What follows belongs to an exercise in optimizing a design on an open flow for small area; a production flow would make more cautious choices.
Only simulation tests tie the RTL to the original design; equivalence was not proved.
Power figures rest on the tool's default switching activity, not on a simulated workload.

**design/flow/run.sh**
```bash
#!/bin/bash
# synth_recipe.tcl (not shown) runs the flow's synth.tcl, then flattens the netlist and writes it again
# the make line also repeats each setting of config.mk as NAME=value (left out here)
make -C /OpenROAD-flow-scripts/flow DESIGN_CONFIG=/design/flow/config.mk WORK_HOME=/design/flow/orfs CLKGATE_MAP_FILE= SYNTH_SCRIPT=/design/flow/synth_recipe.tcl finish
```
**design/flow/config.mk**
```make
export PLATFORM = sky130hd
export DESIGN_NAME = digital_clock
export DESIGN_NICKNAME = digital_clock
export VERILOG_FILES = /design/flow/design.v
export SDC_FILE = /design/flow/constraint.sdc
export NUM_CORES = 4
export LEC_CHECK = 0
export ABC_AREA = 1
export CAP_MARGIN = 20
export CORE_MARGIN = 2
export CORE_UTILIZATION = 60
export SLEW_MARGIN = 20
```
**design/flow/constraint.sdc**
```tcl
create_clock -name core_clock -period 12.0 [get_ports {clk}]
set_input_delay 2.4000 -clock core_clock [delete_from_list [all_inputs] [get_ports {clk}]]
set_output_delay 2.4000 -clock core_clock [all_outputs]
set_load 0.01 [all_outputs]
```
**design/flow/design.v**
```verilog
`timescale 1ns / 1ps
module clkDivider(clk, rst, adv, cnt);
input clk;
input rst;
input adv;
output reg [4:0] cnt;
always @(posedge clk or posedge rst)
begin
    if (rst)
        cnt <= 0;
    else if (adv)
        cnt <= (cnt[4] & cnt[3]) ? 5'd0 : cnt + 5'd1;    
end
endmodule
`timescale 1ns / 1ps
module clockdividersw(clk, rst, cnt);
input clk;
input rst;
output reg [5:0] cnt;
always @(posedge clk or posedge rst)
begin
    if (rst)
        cnt <= 0;
    else
        cnt <= cnt + 6'd1;
end
endmodule
`timescale 1ns / 1ps
module digital_clock(
input clk,
input rst,
input set,
input hrup,
input minup,
input clockdisplay,
input alarm,
input set_alarm,
input alarmhrs_up,
input alarmmins_up,
output reg alarm_triggered,
input stopwatch,
input stopwatchstart,
input stopwatchreset,
output reg [3:0] Anode_Activation,
output reg [6:0] Cathode_Activation,
output reg [4:0] hours,
output reg [5:0] stopwatch_mins
);
reg [4:0] set_alarm_hours;
reg [5:0] set_alarm_mins;
reg [6:0] stopwatch_ms;
reg [5:0] stopwatch_secs;
reg [5:0] secs;
reg [5:0] mins;
wire [5:0] refresh_counter;
wire [4:0] div25;
clockdividersw refreshInst(clk, rst, refresh_counter);
clkDivider clkDividerInst(clk, rst, &refresh_counter[3:0], div25);
wire tick = (refresh_counter[3:0] == 4'd7) && (div25 == 5'd12);
wire ticksw = (refresh_counter[1:0] == 2'd1);
wire secs59  = secs[5] & secs[4] & secs[3] & secs[1] & secs[0];
wire mins59  = mins[5] & mins[4] & mins[3] & mins[1] & mins[0];
wire hours23 = hours[4] & hours[2] & hours[1] & hours[0];
wire amins59 = set_alarm_mins[5] & set_alarm_mins[4] & set_alarm_mins[3] & set_alarm_mins[1] & set_alarm_mins[0];
wire ahrs23  = set_alarm_hours[4] & set_alarm_hours[2] & set_alarm_hours[1] & set_alarm_hours[0];
wire ms99    = stopwatch_ms[6] & stopwatch_ms[5] & stopwatch_ms[1] & stopwatch_ms[0];
wire swsecs59 = stopwatch_secs[5] & stopwatch_secs[4] & stopwatch_secs[3] & stopwatch_secs[1] & stopwatch_secs[0];
wire inc_mins  = set ? minup : secs59;
wire inc_hours = set ? hrup  : (secs59 & mins59);
always @(posedge clk or posedge rst)
begin
    if (rst) begin
        secs <= 0;
        mins <= 0;
        hours <= 0;
        alarm_triggered <= 0;
    end else if (tick) begin
        alarm_triggered <= alarm && set_alarm_hours == hours && set_alarm_mins == mins;
        if (!set)
            secs <= secs59 ? 6'd0 : secs + 6'd1;
        if (inc_mins)
            mins <= mins59 ? 6'd0 : mins + 6'd1;
        if (inc_hours)
            hours <= hours23 ? 5'd0 : hours + 5'd1;
    end
end
always @(posedge clk or posedge rst)
begin
    if (rst) begin
        set_alarm_hours <= 0;
        set_alarm_mins <= 0;
    end else if (tick && set_alarm) begin
        if (alarmhrs_up)
            set_alarm_hours <= ahrs23 ? 5'd0 : set_alarm_hours + 5'd1;
        if (alarmmins_up)
            set_alarm_mins <= amins59 ? 6'd0 : set_alarm_mins + 6'd1;
    end
end
always @(posedge clk or posedge rst)
begin
    if (rst) begin
        stopwatch_ms <= 0;
        stopwatch_secs <= 0;
        stopwatch_mins <= 0;
    end else if (ticksw) begin
        if (stopwatchreset) begin
            stopwatch_ms <= 0;
            stopwatch_secs <= 0;
            stopwatch_mins <= 0;
        end else if (stopwatch && stopwatchstart) begin
            stopwatch_ms <= ms99 ? 7'd0 : stopwatch_ms + 7'd1;
            if (ms99) begin
                stopwatch_secs <= swsecs59 ? 6'd0 : stopwatch_secs + 6'd1;
                if (swsecs59)
                    stopwatch_mins <= stopwatch_mins + 6'd1;
            end
        end
    end
end
wire [1:0] pos = refresh_counter[5:4];
wire show_alarm = set_alarm & ~stopwatch;
wire show_sw    = stopwatch & ~set_alarm;
reg [6:0] field;
always @(*) begin
    if (show_alarm)
        field = pos[1] ? {1'b0, set_alarm_mins} : {2'b0, set_alarm_hours};
    else if (show_sw)
        field = pos[1] ? stopwatch_ms : {1'b0, stopwatch_secs};
    else
        field = pos[1] ? {1'b0, secs} : {1'b0, mins};
end
wire [3:0] tens  = field / 7'd10;
wire [3:0] units = field % 7'd10;
wire [3:0] LED_BCD = pos[0] ? units : tens;
always @(*) begin
    case (pos)
    2'b00: Anode_Activation = 4'b0111;
    2'b01: Anode_Activation = 4'b1011;
    2'b10: Anode_Activation = 4'b1101;
    default: Anode_Activation = 4'b1110;
    endcase
end
always @(*) begin
    case (LED_BCD)
    4'd0: Cathode_Activation = 7'b0000001;
    4'd1: Cathode_Activation = 7'b1001111;
    4'd2: Cathode_Activation = 7'b0010010;
    4'd3: Cathode_Activation = 7'b0000110;
    4'd4: Cathode_Activation = 7'b1001100;
    4'd5: Cathode_Activation = 7'b0100100;
    4'd6: Cathode_Activation = 7'b0100000;
    4'd7: Cathode_Activation = 7'b0001111;
    4'd8: Cathode_Activation = 7'b0000000;
    4'd9: Cathode_Activation = 7'b0000100;
    default: Cathode_Activation = 7'b0000001;
    endcase
end
endmodule
```
==> results of run 1 <==
final timing paths:
| kind | start | end | cells after the start | slack [ps] |
|---|---|---|---|---|
| max in group asynchronous | rst | alarm_triggered$_DFFE_PP0P_ | 3 | 8920 |
| hold reg to reg | refreshInst.cnt[0]$_DFF_PP0_ | refreshInst.cnt[0]$_DFF_PP0_ | 1 | 490 |
| setup / recovery | stopwatch | Cathode_Activation[3] | 28 | 3110 |
| setup reg to reg | refreshInst.cnt[1]$_DFF_PP0_ | stopwatch_mins[4]$_DFFE_PP0P_ | 13 | 9130 |
| hold / removal | refreshInst.cnt[0]$_DFF_PP0_ | refreshInst.cnt[0]$_DFF_PP0_ | 1 | 490 |
| min in group asynchronous | rst | refreshInst.cnt[0]$_DFF_PP0_ | 3 | 2590 |
layout by cell type, fill, tap and decap left out, types with 17 or more instances in the layout:
master and instances:
clkdlybuf4s50_1 34, o21ai_0 30, nand2_1 102, a21oi_1 19, dfrtp_1 59, nor2_1 47, ha_1 17, nand3_1 42
inv_1 73, nor3_1 17
registers in the layout, summed over array words and instances, names as in the netlist:
register / cells
alarm_triggered: 1
clkDividerInst.cnt: 5
hours: 5
mins: 6
refreshInst.cnt: 6
secs: 6
set_alarm_hours: 5
set_alarm_mins: 6
stopwatch_mins: 6
stopwatch_ms: 7
stopwatch_secs: 6
cell type report:
class,count,area (um2)
inverter,85,321.6
timing repair buffer,35,347.8
multi-input combinational,374,2115
fill,509,1758
tap,77,96.34
sequential,59,1476
clock buffer,11,151.4
clock inverter,5,83.83
metrics by stage:
stage,std cells,power (mW),cell area [um2],setup slack [ps]
floorplan,523,0.3048,3941,4587
global placement,630,0.3489,4357,3243
detailed placement,630,0.3530,4357,3135
CTS,646,0.5643,4592,3111
global route,646,0.5920,4592,2699
finish,646,0.5613,4592,3108
metal layers:
layer | routed length, um | GRT usage
met1 | 4100 | 0.3483
met2 | 4084 | 0.4183
met3 | 287 | 0.05642
met4 | 146 | 0.06926
met5 | 0 | 0
cell families (layout without fill, tap and decap cells):
| logic type | after synthesis | after routing |
|---|---|---|
| buf+inv | 90 | 136 |
| fa+ha+maj | 17 | 17 |
| flops | 59 | 59 |
| xor+xnor | 14 | 14 |
| simple gates | 256 | 256 |
| compound gates | 87 | 87 |
report_power, final:
part	leakage (nW)	switching [mW]	internal [mW]	total [mW]
Clock	0.112	0.0830	0.129	0.212
Combinational	1.43	0.0736	0.0569	0.131
Sequential	0.722	0.0106	0.208	0.219
==> results.ini, run 1 <==
[power_and_ir_drop]
static-leakage-power_nw = 2.259
vdd_ir_drop_max_uv = 96.94
p_per_area_nw_per_um2 = 122.2

[setup_path]
critPathCaptureType = output port
crit_top_cell = nand2_2
crit_arrival_ps = 6490
cpPeakStageDelay_ps = 640
crit_path_top_delay_cell = clkdlybuf4s50_1
critPathTopFamily = buffers and inverters
critPathMaxFanout = 6
cp_num_buf_inv = 7
start_kind = primary input
crit_type = in -> out
critPathRequiredTime_ps = 9600

[logic_synthesis]
netlist_top_cells_count = nand2_1, inv_1, dfrtp_1
synth_fa_ha_area_frac = 0.05397
ys.warnings.count = 3
synth_mux_area_frac = 0
seq_area_frac_synth = 0.3746
syn_avg_cell_area_um2 = 7.536
ys_ff_latch = 59
netlist_instances = 523
syn_area_um2 = 3941
synth_nets = 553
synth_flop_cell = dfrtp_1
synth_compound_area_frac = 0.1368
synth_area_leaders = dfrtp_1, nand2_1, inv_1, ha_1, nand3_1
synthXorXnorAreaFrac = 0.03111
synthDistinctLibCells = 41
synth-async-reset-ratio = 1.000
synth_edf_count = 0
synth_top_area_share = 0.3746
synth-simple-area-share = 0.3146
synth_area_leader_cell = dfrtp_1
yosysMostFrequentCell = nand2_1
synth_top_family_by_area = simple AND/OR/NAND/NOR gates

[die]
die_y_um = 85.05
die_w_um = 85.05
dieArea_um2 = 7234
core_um2 = 6350
io_pins = 36
initial_core_util = 0.6207
placementRows = 29

[clock_tree]
cts_sinks = 59
cts_htree_levels = 3
cts_resized = 0
root_buffer = clkbuf_8
holdBufCountCts = 0
clockBufferDepth = 2
clk_latency_ps = 340
clk_pin_slew_ps = 80
cts_buffers = 9
post_cts_buffers = 0
cts_tree = done

[grt]
grt_pass1_vias = 3376
grt_util_all_layers = 0.2567
gr-total-overflow = 0
grt_first_pass_wirelength_um = 15100
grt_max_degree = 60
antenna_found_initial = 0

[drt]
detail_route.wl_per_cell_um = 13.34
ant_nets = 0
drtIter0Drc = 175
via_per_inst = 5.531
via_count = 3573
drc = 0
dr.pass1.iters = 4
drt_wl_total_um = 8619

[place]
dp_hpwl_um = 6468
numPortBuffers = 34
place_congestion = 0.8934

[timing]
setup_viol = 0
holdWs_ps = 488.0
fin_setup_tns_ps = 0
fin_skew_ps = 11.47
timing.final.crit_share = 0.7410
tightest_slew_ps = 746.5
max_freq_ghz = 0.1125
period_minus_slack_ps = 8892
finalHoldViolations = 0
slew_viol_final = 0
rsz0062_at_grt = false
slew_headroom = 0.5023

[final_layout]
area_growth_pct = 16.51
final_util = 0.7232
drive_gt1_frac = 0.1178
nets = 594
antenna_cells = 0

[outcome]
status = timing/DRC/antenna clean

[job]
maxCapViolCount = 0

[hold_path]
hold_path.class = reg -> reg

==> run 2, diff against run 1 <==
--- a/design/flow/config.mk
+++ b/design/flow/config.mk
@@ -9,4 +9,6 @@
 export CAP_MARGIN = 20
 export CORE_MARGIN = 2
 export CORE_UTILIZATION = 60
+export CTS_BUF_LIST = sky130_fd_sc_hd__clkbuf_4
+export CTS_CLUSTER_SIZE = 30
 export SLEW_MARGIN = 20
==> run 2 against run 1 <==
Against the previous run:
- hold slack better by 5.8 ps
- final cell count unchanged
- synthesized area unchanged
- critical path depth down 2
- utilization down 1.2 points
- sequential power about the same
- maximum frequency up 0.16%
- sequential share of layout area up 0.54 points
==> results.ini, run 2 <==
[timing]
tightest_slew_ps = 746.2  ; was 746.5 ps
timing.final.crit_share = 0.7398  ; was 0.7410
setup_viol = 0  ; unchanged
slew_viol_final = 0  ; unchanged
rsz0062_at_grt = false  ; unchanged
period_minus_slack_ps = 8878  ; was 8892 ps
max_freq_ghz = 0.1126  ; was 0.1125 GHz
fin_setup_tns_ps = 0  ; unchanged
slew_headroom = 0.5026  ; was 0.5023
finalHoldViolations = 0  ; unchanged
fin_skew_ps = 15.83  ; was 11.47 ps

[logic_synthesis]
synthXorXnorAreaFrac = 0.03111  ; unchanged
synth-simple-area-share = 0.3146  ; unchanged
yosysMostFrequentCell = nand2_1  ; unchanged
synth_area_leaders = dfrtp_1, nand2_1, inv_1, ha_1, nand3_1  ; unchanged
synth_fa_ha_area_frac = 0.05397  ; unchanged
netlist_instances = 523  ; unchanged
synthDistinctLibCells = 41  ; unchanged
synth-async-reset-ratio = 1.000  ; unchanged
synth_edf_count = 0  ; unchanged
synth_nets = 553  ; unchanged
ys_ff_latch = 59  ; unchanged
synth_mux_area_frac = 0  ; unchanged
netlist_top_cells_count = nand2_1, inv_1, dfrtp_1  ; unchanged
synth_top_area_share = 0.3746  ; unchanged
synth_compound_area_frac = 0.1368  ; unchanged
synth_area_leader_cell = dfrtp_1  ; unchanged
synth_top_family_by_area = simple AND/OR/NAND/NOR gates  ; unchanged
seq_area_frac_synth = 0.3746  ; unchanged
syn_avg_cell_area_um2 = 7.536  ; unchanged
synth_flop_cell = dfrtp_1  ; unchanged
ys.warnings.count = 3  ; unchanged
syn_area_um2 = 3941  ; unchanged

[drt]
via_per_inst = 5.546  ; was 5.531
drc = 0  ; unchanged
dr.pass1.iters = 4  ; unchanged
drtIter0Drc = 157  ; was 175
ant_nets = 0  ; unchanged
via_count = 3583  ; was 3573
detail_route.wl_per_cell_um = 13.22  ; was 13.34 um
drt_wl_total_um = 8538  ; was 8619 um

[grt]
grt_first_pass_wirelength_um = 14900  ; was 15100 um
grt_max_degree = 60  ; unchanged
use_met3 = 0.05156  ; was 0.05642
grt_pass1_vias = 3346  ; was 3376
gr-total-overflow = 0  ; unchanged
grt_use_met2 = 0.4098  ; was 0.4183
gr-usage-met1 = 0.3464  ; was 0.3483
busiest_layer = met2  ; unchanged
grt_util_all_layers = 0.2549  ; was 0.2567
antenna_found_initial = 0  ; unchanged

[die]
die_w_um = 85.05  ; unchanged
initial_core_util = 0.6207  ; unchanged
placementRows = 29  ; unchanged
io_pins = 36  ; unchanged
dieArea_um2 = 7234  ; unchanged
core_um2 = 6350  ; unchanged
die_y_um = 85.05  ; unchanged

[setup_path]
critPathMaxFanout = 9  ; was 6
crit_arrival_ps = 6480  ; was 6490 ps
critPathRequiredTime_ps = 9600  ; about the same
critPathCaptureType = output port  ; unchanged
crit_type = in -> out  ; unchanged
start_kind = primary input  ; unchanged

[final_layout]
fillCellCount = 524  ; was 509
mostFrequentLayoutCells = nand2_1, inv_1, dfrtp_1  ; unchanged
nets = 594  ; unchanged
seq_area_um2 = 1476  ; unchanged
stdcell_count = 646  ; unchanged
multi_input_area_um2 = 2115  ; unchanged
layout_commonest_cell = nand2_1  ; unchanged
antenna_cells = 0  ; unchanged
largest-register = stopwatch_ms  ; unchanged
area_growth_pct = 14.57  ; was 16.51%
drive_gt1_frac = 0.1142  ; was 0.1178
largest_reg_flops = 7  ; unchanged

[power_and_ir_drop]
static-leakage-power_nw = 2.225  ; was 2.259 nW
clkPwrFrac = 0.318  ; was 0.378
seq_power_share = 0.427  ; was 0.390
p_comb_frac = 0.255  ; was 0.233
swShare = 0.3200  ; was 0.2981
p_switching_mw = 0.1641  ; was 0.1673 mW
p_int_mw = 0.3486  ; was 0.3940 mW
p_per_area_nw_per_um2 = 113.5  ; was 122.2 nW/um2
vdd_ir_drop_max_uv = 94.13  ; was 96.94 uV

[clock_tree]
cts_sinks = 59  ; unchanged
post_cts_buffers = 0  ; unchanged
clk_latency_ps = 420  ; was 340 ps
holdBufCountCts = 0  ; unchanged
clk_pin_slew_ps = 120  ; was 80 ps
clockBufferDepth = 2  ; unchanged
cts_resized = 0  ; unchanged
root_buffer = clkbuf_4  ; was clkbuf_8
cts_htree_levels = 3  ; unchanged
cts_tree = done  ; unchanged
cts_buffers = 9  ; unchanged

[hold_path]
hold_path.class = reg -> reg  ; unchanged

[place]
dp.cells = 630  ; unchanged
dp_hpwl_um = 6468  ; unchanged
numPortBuffers = 34  ; unchanged
place_congestion = 0.8934  ; unchanged

[outcome]
status = timing/DRC/antenna clean  ; unchanged

[job]
maxCapViolCount = 0  ; unchanged

## run 2: cell counts after synthesis
No cell type changed its count.
## run 2: critical path: stages
cell and delay, ps:
clkdlybuf4s50_1 640, inv_2 80, nor2_4 180, nand3_1 140, inv_2 170, nand3_2 120, nand3_2 90, nand2_4 80
nand3_1 120, nand3_2 110, nand2_2 80, nand2_2 70, nand2_1 80, nand2_1 80, inv_1 60, ha_1 160
inv_1 60, nand3_2 110, nand3_2 140, o21ai_1 280, inv_1 130, ha_1 300, inv_1 70, nor2_1 50
nor2_1 110, clkdlybuf4s50_1 550
## run 2: layout make-up
type,instances,share of cell area
Inverter,85,0.07121
Multi-Input combinational cell,374,0.4683
Timing Repair Buffer,35,0.07703
Clock inverter,7,0.02023
Clock buffer,9,0.01496
Sequential cell,59,0.3270
Tap cell,77,0.02134
## run 2: routing by layer
layer | vias up | routed length [um]
met5 | - | 0
met4 | 0 | 190
met3 | 16 | 358
met2 | 77 | 3936
met1 | 1679 | 4052
li1 | 1811 | -
## run 2: logic make-up (layout without fill, tap and decap cells)
family | count (synthesis) | in the layout
xor gates and xnor gates | 14 | 14
buffers and inverters | 90 | 136
AOI/OAI and AO/OA | 87 | 87
adders and majority gates | 17 | 17
and+or+nand+nor | 256 | 256
DFF | 59 | 59
## run 2: final timing paths
| path | slack [ps] | end | start | depth (start not counted) |
|---|---|---|---|---|
| worst max-delay path | 3120 | Cathode_Activation[3] | stopwatch | 26 |
| worst min-delay path | 490 | refreshInst.cnt[0]$_DFF_PP0_ | refreshInst.cnt[0]$_DFF_PP0_ | 1 |
| worst max register to register | 9120 | stopwatch_mins[4]$_DFFE_PP0P_ | refreshInst.cnt[1]$_DFF_PP0_ | 13 |
| worst min register to register | 490 | refreshInst.cnt[0]$_DFF_PP0_ | refreshInst.cnt[0]$_DFF_PP0_ | 1 |
| max in group asynchronous | 9010 | set_alarm_hours[4]$_DFFE_PP0P_ | rst | 3 |
| min in group asynchronous | 2490 | refreshInst.cnt[0]$_DFF_PP0_ | rst | 3 |
## run 2: power by group through the flow
stage | Sequential [mW] | Clock (mW) | Combinational [mW]
floorplan | 0.221 | 0 | 0.0833
global placement | 0.222 | 0 | 0.127
detailed placement | 0.222 | 0 | 0.131
CTS | 0.219 | 0.167 | 0.131
global route | 0.220 | 0.175 | 0.147
finish | 0.219 | 0.163 | 0.131
## run 2: metrics by stage
step | instance area, um2 | setup WS, ps | hold slack (ps) | total power [mW] | utilization
after global routing | 4516 | 2710 | 524.2 | 0.5414 | 0.7111
after detailed placement | 4357 | 3135 | 471.1 | 0.3530 | 0.6861
after CTS | 4516 | 3117 | 500.5 | 0.5166 | 0.7111
after global placement | 4357 | 3243 | 464.3 | 0.3489 | 0.6861
final | 4516 | 3122 | 493.8 | 0.5127 | 0.7111
after floorplan | 3941 | 4587 | 447.8 | 0.3048 | -

re-timing with driven ports:
The results above use ideal ports. As a check the final layouts listed here were re-extracted and re-timed, cells and wires unchanged.
Step 1, drivers: a clkbuf_16 drives clk and a buf_2 each remaining input, both assumed.
Step 2 adds t to the input delays and takes it off the output delays; t is the mean of the earliest and latest rising clock arrival at the registers after step 1. Input paths then give back, and output paths get back, about the clock's delay inside the block.
Slacks: no drivers / after step 1 / after step 2; pairs: no drivers / after step 1.
run | shift t [ns] | setup WS [ns] | slew at the worst register clock pin (ns)
run 1 | 0.363 | 3.108 / 3.084 / 3.084 | 0.08 / 0.08
run 2 | 0.441 | 3.122 / 3.098 / 3.098 | 0.12 / 0.12
After both steps setup and hold are still met in every run listed.
